From an optimization exercise on the open Yosys and OpenROAD flow, aimed at small area and a short achievable clock period; shortcuts taken in it are not production practice. In this exercise RTL edits were held to simulation tests only and were not proved equivalent to the original. Power is estimated from default activity; no workload was simulated.

==> flow/design.v <==
module clock_generator(f_clk,rst,f_adc_clock,f_dac_clock,f_sw,f_sw_rise,t);
input f_clk,rst;
output f_adc_clock,f_dac_clock,f_sw;
output f_sw_rise;
output reg [8:0] t;
wire en = (&t[8:4]) & t[1] & t[0];       
assign f_sw_rise = en;
assign f_sw = en & t[2];                 
assign f_adc_clock = ~t[1] & ~t[0];
assign f_dac_clock = f_adc_clock;
always @(posedge f_clk)
  if (rst) t <= 9'd503;
  else if (en) t <= {8'd0, t[2]};
  else t <= t + 9'd1;
endmodule
module digital_PID_controller(clk,rst,en,init,qt,sel,adc,t,y0,y1);
input clk,rst;
input en;                       
input init;                     
input qt;                       
input sel;                      
input [8:0] adc;                
input [8:0] t;                  
output [11:0] y0,y1;            
reg [8:0] f0;
reg [8:0] fp;                   
reg fs;                         
reg [19:0] acc;                 
reg [13:0] k0;                  
reg kap;                        
reg [11:0] y0r;                 
reg y0e;                        
reg c1, c2, ca, cb, cx, cy, ck1, ck2;
reg fw;                         
wire band = ~f0[8] & (&f0[7:3]) & (|f0[2:0]);    
wire hi = sel & qt;
wire pass = (t[8:5] == 4'd1);
wire [4:0] s = t[4:0];
wire tp0 = (s <= 5'd8) ? fp[4] : fs;                                  
wire tp8 = (s == 5'd0) ? 1'b0 : (s <= 5'd9) ? fp[3] : fs;             
wire tp4 = (s < 5'd5) ? 1'b0 : (s <= 5'd13) ? fp[8] : fs;             
wire tp3 = (s < 5'd6) ? 1'b0 : (s <= 5'd14) ? fp[7] : fs;             
wire tpx = (s <= 5'd11) ? fp[1] : fs;                                 
wire tpy = (s < 5'd12) ? 1'b0 : fp[1];                                
reg f0m;                                                              
always @(*)
  case (s)
    5'd3,  5'd12: f0m = f0[0];
    5'd4,  5'd13: f0m = f0[1];
    5'd5,  5'd14: f0m = f0[2];
    5'd6,  5'd15: f0m = f0[3];
    5'd7,  5'd16: f0m = f0[4];
    5'd8,  5'd17: f0m = f0[5];
    5'd9,  5'd18: f0m = f0[6];
    5'd10, 5'd19: f0m = f0[7];
    default:      f0m = f0[8];
  endcase
wire f0x = (s <= 5'd11) ? f0m : f0[8];
wire f0y = (s < 5'd12) ? 1'b0 : f0m;
wire h1 = tp0 ^ tp8 ^ c1;
wire h1c = (tp0 & tp8) | (c1 & (tp0 ^ tp8));
wire h2 = tp4 ^ tp3 ^ c2;
wire h2c = (tp4 & tp3) | (c2 & (tp4 ^ tp3));
wire a0 = acc[0] & ~fw;
wire sa = a0 ^ h1 ^ ca;
wire sac = (a0 & h1) | (ca & (a0 ^ h1));
wire ab = sa ^ h2 ^ cb;                                               
wire abc = (sa & h2) | (cb & (sa ^ h2));
wire x = f0x ^ ~tpx ^ cx;
wire xc = (f0x & ~tpx) | (cx & (f0x ^ ~tpx));
wire y = f0y ^ ~tpy ^ cy;
wire yc = (f0y & ~tpy) | (cy & (f0y ^ ~tpy));
wire dy = (s < 5'd12) ? 1'b0 : y;                                     
wire nx = (s < 5'd3) ? 1'b1 : ~x;                                     
wire ak = (s <= 5'd17) ? ab : acc[19];
wire sk = ak ^ dy ^ ck1;
wire skc = (ak & dy) | (ck1 & (ak ^ dy));
wire kb = sk ^ nx ^ ck2;
wire kbc = (sk & nx) | (ck2 & (sk ^ nx));
always @(posedge clk) begin
  c1 <= pass & h1c;
  c2 <= pass & h2c;
  ca <= pass & sac;
  cb <= pass & abc;
  cx <= ~(pass & (s >= 5'd3)) | xc;
  cy <= ~(pass & (s >= 5'd12)) | yc;
  ck1 <= pass & (s >= 5'd2) & skc;
  ck2 <= ~(pass & (s >= 5'd2)) | kbc;
  k0 <= {(pass & (s >= 5'd7) & (s <= 5'd20)) ? kb : k0[0], k0[13:1]};
  if (pass & (s == 5'd3)) kap <= kb;
  if (pass & ((s == 5'd4) | (s == 5'd5))) kap <= kap & kb;
  if (pass & (s == 5'd6)) kap <= kap | kb;
end
wire [8:0] na = ~adc;
wire w = ~na[8] & (na[7:0] >= 8'd186);
wire hn = hi & ~init;
wire [13:0] kbase = init ? (sel ? 14'd0 : 14'd2203) : {k0[1:0], k0[13:2]};
wire [13:0] kc0 = w ? 14'd350 - 14'd1280 - 14'd2560 : 14'd350 - 14'd1280;
reg [13:0] kc1;
always @(*)
  case ({band, kap, w})
    3'b000: kc1 = 14'd350 - 14'd1280 + 14'd223;
    3'b001: kc1 = 14'd350 - 14'd1280 + 14'd223 - 14'd2560;
    3'b010: kc1 = 14'd350 - 14'd1280 + 14'd224;
    3'b011: kc1 = 14'd350 - 14'd1280 + 14'd224 - 14'd2560;
    3'b100: kc1 = 14'd350 - 14'd1280 + 14'd255;
    3'b101: kc1 = 14'd350 - 14'd1280 + 14'd255 - 14'd2560;
    3'b110: kc1 = 14'd350 - 14'd1280 + 14'd256;
    default: kc1 = 14'd350 - 14'd1280 + 14'd256 - 14'd2560;
  endcase
wire [13:0] kc = hn ? kc1 : kc0;
wire [13:0] o2 = {3'b000, adc[8], na[7:0], 2'b00};
wire [13:0] o3 = {5'b00000, adc[8], na[7:0]};
wire [13:0] p1 = kbase ^ o2 ^ o3;
wire [13:0] g1 = {(kbase[12:0] & o2[12:0]) | (kbase[12:0] & o3[12:0]) | (o2[12:0] & o3[12:0]), 1'b0};
wire [13:0] p2 = p1 ^ g1 ^ kc;
wire [13:0] g2 = {(p1[12:0] & g1[12:0]) | (p1[12:0] & kc[12:0]) | (g1[12:0] & kc[12:0]), 1'b0};
wire [13:0] y0n = p2 + g2;
wire [8:0] fe = init ? (sel ? 9'd0 : 9'b100100010) : hi ? f0 + 9'd7 : f0;
always @(posedge clk) begin
  if (en) begin
    y0r <= y0n[13:2];
    y0e <= y0n[1] | y0n[0];
    f0 <= 9'd69 - adc;
  end
  fp <= en ? fe : {fp[0], fp[8:1]};
  if (en) fs <= ~init & fe[8];
end
always @(posedge clk)
  if (rst) fw <= 1'b1;
  else if (en & ~init) fw <= 1'b0;
always @(posedge clk)
  acc <= {(pass & (s <= 5'd17)) ? ab : (pass & (s <= 5'd19) & s[4]) ? acc[19] : acc[0], acc[19:1]};
wire [11:0] d0 = y0r;
wire [11:0] ad = {band, band, 1'b0, band, band, 3'b000, 1'b1, 2'b00, y0e};
wire [12:0] rc;
assign rc[0] = 1'b0;
genvar i;
generate for (i = 0; i < 12; i = i + 1) begin : r1
  assign rc[i+1] = (d0[i] & ad[i]) | (rc[i] & (d0[i] ^ ad[i]));
end endgenerate
assign y0 = d0;
assign y1 = d0 ^ ad ^ rc[11:0];
endmodule
module DPWM_dead_time_circuit(clk,rst,sel,y0,y1,Q_H,Q_L);
input clk,rst,sel;
input [11:0] y0,y1;
output Q_H,Q_L;
reg q_pwm;
reg [5:0] shift;
reg [11:0] counter;
function le12;
  input [11:0] a, b;
  reg c;
  integer k;
  begin
    c = 1'b1;
    for (k = 0; k < 11; k = k + 1)
      c = (b[k] & ~a[k]) | (b[k] & c) | (~a[k] & c);
    le12 = (~b[11] & a[11]) | (~b[11] & c) | (a[11] & c);
  end
endfunction
wire low = counter[11] | (counter[10:1] == 10'd0);    
wire on = low | (sel ? le12(counter, y1) : le12(counter, y0));
wire wrap = (counter == 12'd499) & ~on;
always @(posedge clk)
  if (rst) begin
    q_pwm <= 1'b0;
    counter <= 12'd0;
    shift <= 6'd0;
  end else begin
    q_pwm <= on;
    counter <= wrap ? 12'd0 : counter + 12'd1;
    shift <= {shift[4:0], q_pwm};
  end
assign Q_H = q_pwm & shift[5];
assign Q_L = ~(q_pwm | shift[5]);
endmodule
module PID_CONTROLLER(clk,rst,clk_adc,clk_dac,pwm_high,pwm_low,adc_data,dac_data,Q_load,Q_L_R_tran);
input clk,rst,Q_L_R_tran;
output clk_adc,clk_dac,pwm_high,pwm_low,Q_load;
input signed [9:0] adc_data;
output [11:0] dac_data;
wire en, init;
wire [8:0] t;
reg [6:0] s;                    
wire q_tran = s[6];             
wire [11:0] y0, y1;
clock_generator u1(.f_clk(clk),.rst(rst),.f_adc_clock(clk_adc),.f_dac_clock(clk_dac),.f_sw(init),.f_sw_rise(en),.t(t));
always @(posedge clk)
  if (rst) s <= 7'd12;
  else if (en) s <= (s == 7'd112) ? 7'd12 : s + 7'd1;
digital_PID_controller u2(.clk(clk),.rst(rst),.en(en),.init(init),.qt(q_tran),.sel(Q_L_R_tran),
  .adc(adc_data[9:1]),.t(t),.y0(y0),.y1(y1));
DPWM_dead_time_circuit u6(.clk(clk),.rst(rst),.sel(Q_L_R_tran & q_tran),.y0(y0),.y1(y1),.Q_H(pwm_high),.Q_L(pwm_low));
assign Q_load = ~Q_L_R_tran & q_tran;
assign dac_data = 12'b0;
endmodule
==> flow/config.mk <==
export PLATFORM = sky130hd
export DESIGN_NAME = PID_CONTROLLER
export DESIGN_NICKNAME = PID_CONTROLLER
export VERILOG_FILES = /design/flow/design.v
export SDC_FILE = /design/flow/constraint.sdc
export NUM_CORES = 4
export LEC_CHECK = 0
export CAP_MARGIN = 20
export CORE_MARGIN = 2
export CORE_UTILIZATION = 40
export CTS_BUF_LIST = sky130_fd_sc_hd__clkbuf_8
export SLEW_MARGIN = 20
==> flow/constraint.sdc <==
create_clock -name core_clock -period 10.0 [get_ports {clk}]
set_input_delay 2.0000 -clock core_clock [delete_from_list [all_inputs] [get_ports {clk}]]
set_output_delay 2.0000 -clock core_clock [all_outputs]
set_load 0.01 [all_outputs]
standard.sh (not shown) runs the stock make flow with config.mk's settings and CLKGATE_MAP_FILE= SYNTH_SCRIPT=/design/flow/synth_recipe.tcl, a recipe that flattens the netlist after the stock synthesis.
==> flow/flow/run.sh <==
#!/bin/bash
set -euo pipefail
export SETUP_SLACK_MARGIN=5.4
bash standard.sh > standard.log 2>&1
The starting point produced a clean layout.
==> next run, changes <==
--- a/flow/design.v
+++ b/flow/design.v
@@ -20,31 +20,30 @@
 input qt;                       
 input sel;                      
 input [8:0] adc;                
 input [8:0] t;                  
 output [11:0] y0,y1;            
 reg [8:0] f0;
-reg [8:0] fp;                   
+reg [14:0] fk;                  
 reg fs;                         
 reg [19:0] acc;                 
-reg [13:0] k0;                  
 reg kap;                        
 reg [11:0] y0r;                 
 reg y0e;                        
 reg c1, c2, ca, cb, cx, cy, ck1, ck2;
 reg fw;                         
 wire band = ~f0[8] & (&f0[7:3]) & (|f0[2:0]);    
 wire hi = sel & qt;
 wire pass = (t[8:5] == 4'd1);
 wire [4:0] s = t[4:0];
-wire tp0 = (s <= 5'd8) ? fp[4] : fs;                                  
-wire tp8 = (s == 5'd0) ? 1'b0 : (s <= 5'd9) ? fp[3] : fs;             
-wire tp4 = (s < 5'd5) ? 1'b0 : (s <= 5'd13) ? fp[8] : fs;             
-wire tp3 = (s < 5'd6) ? 1'b0 : (s <= 5'd14) ? fp[7] : fs;             
-wire tpx = (s <= 5'd11) ? fp[1] : fs;                                 
-wire tpy = (s < 5'd12) ? 1'b0 : fp[1];                                
+wire tp0 = (s <= 5'd8) ? fk[13] : fs;                                  
+wire tp8 = (s == 5'd0) ? 1'b0 : (s <= 5'd9) ? fk[12] : fs;             
+wire tp4 = (s < 5'd5) ? 1'b0 : (s <= 5'd13) ? fk[8] : fs;              
+wire tp3 = (s < 5'd6) ? 1'b0 : (s <= 5'd14) ? fk[7] : fs;              
+wire tpx = (s <= 5'd11) ? fk[10] : fs;                                 
+wire tpy = (s < 5'd12) ? 1'b0 : fk[1];                                 
 reg f0m;                                                              
 always @(*)
   case (s)
     5'd3,  5'd12: f0m = f0[0];
     5'd4,  5'd13: f0m = f0[1];
     5'd5,  5'd14: f0m = f0[2];
@@ -83,21 +82,20 @@
   ca <= pass & sac;
   cb <= pass & abc;
   cx <= ~(pass & (s >= 5'd3)) | xc;
   cy <= ~(pass & (s >= 5'd12)) | yc;
   ck1 <= pass & (s >= 5'd2) & skc;
   ck2 <= ~(pass & (s >= 5'd2)) | kbc;
-  k0 <= {(pass & (s >= 5'd7) & (s <= 5'd20)) ? kb : k0[0], k0[13:1]};
   if (pass & (s == 5'd3)) kap <= kb;
   if (pass & ((s == 5'd4) | (s == 5'd5))) kap <= kap & kb;
   if (pass & (s == 5'd6)) kap <= kap | kb;
 end
 wire [8:0] na = ~adc;
 wire w = ~na[8] & (na[7:0] >= 8'd186);
 wire hn = hi & ~init;
-wire [13:0] kbase = init ? (sel ? 14'd0 : 14'd2203) : {k0[1:0], k0[13:2]};
+wire [13:0] kbase = init ? (sel ? 14'd0 : 14'd2203) : {fk[3:0], fk[14:5]};
 wire [13:0] kc0 = w ? 14'd350 - 14'd1280 - 14'd2560 : 14'd350 - 14'd1280;
 reg [13:0] kc1;
 always @(*)
   case ({band, kap, w})
     3'b000: kc1 = 14'd350 - 14'd1280 + 14'd223;
     3'b001: kc1 = 14'd350 - 14'd1280 + 14'd223 - 14'd2560;
@@ -113,20 +111,22 @@
 wire [13:0] o3 = {5'b00000, adc[8], na[7:0]};
 wire [13:0] p1 = kbase ^ o2 ^ o3;
 wire [13:0] g1 = {(kbase[12:0] & o2[12:0]) | (kbase[12:0] & o3[12:0]) | (o2[12:0] & o3[12:0]), 1'b0};
 wire [13:0] p2 = p1 ^ g1 ^ kc;
 wire [13:0] g2 = {(p1[12:0] & g1[12:0]) | (p1[12:0] & kc[12:0]) | (g1[12:0] & kc[12:0]), 1'b0};
 wire [13:0] y0n = p2 + g2;
-wire [8:0] fe = init ? (sel ? 9'd0 : 9'b100100010) : hi ? f0 + 9'd7 : f0;
+wire [8:0] fe = init ? (sel ? 9'd0 : 9'b000100010) : hi ? f0 + 9'd7 : f0;
 always @(posedge clk) begin
   if (en) begin
     y0r <= y0n[13:2];
     y0e <= y0n[1] | y0n[0];
     f0 <= 9'd69 - adc;
   end
-  fp <= en ? fe : {fp[0], fp[8:1]};
+  fk[14] <= en ? init & ~sel : (pass & (s >= 5'd7) & (s <= 5'd20)) ? kb : fk[0];
+  fk[13:9] <= fk[14:10];
+  fk[8:0] <= en ? fe : fk[9:1];
   if (en) fs <= ~init & fe[8];
 end
 always @(posedge clk)
   if (rst) fw <= 1'b1;
   else if (en & ~init) fw <= 1'b0;
 always @(posedge clk)
Combinational power climbs by 41%.
Wire length increases by 5.6%.
Global-route usage climbs by 1.5 points.
Cell area rises by 0.54%.
Critical path depth rose by 1.

[static timing again, ports no longer ideal]
In the flow no input, the clock included, has a driving cell. The finished layouts below were timed again as built, in two steps.
Step 1 (the two cells are an assumption about what drives the block):
set clk [get_ports {clk}]
set_driving_cell -lib_cell sky130_fd_sc_hd__clkbuf_16 $clk
set_driving_cell -lib_cell sky130_fd_sc_hd__buf_2 [delete_from_list [all_inputs] $clk]
Step 2 also shifts input and output timing later by t, the mid clock arrival at the registers, as if the neighbouring blocks saw the same clock.
Slacks: ideal / step 1 / step 2; pairs: ideal / step 1.
run	shift t [ns]	setup slack, ns	worst setup path after step 2	latest minus earliest clock arrival (ns)	worst slew at a driven data input, ns
the first run	0.427	5.481 / 5.453 / 5.057	input to register	0.015 / 0.015	0.04
the second run	0.413	5.435 / 5.422 / 5.009	input to register	0.016 / 0.017	0.06
After both steps every run listed still meets setup and hold. The setup slack of the second run, which loses most, moves by -0.013 ns with the drivers and by -0.426 ns with both steps.
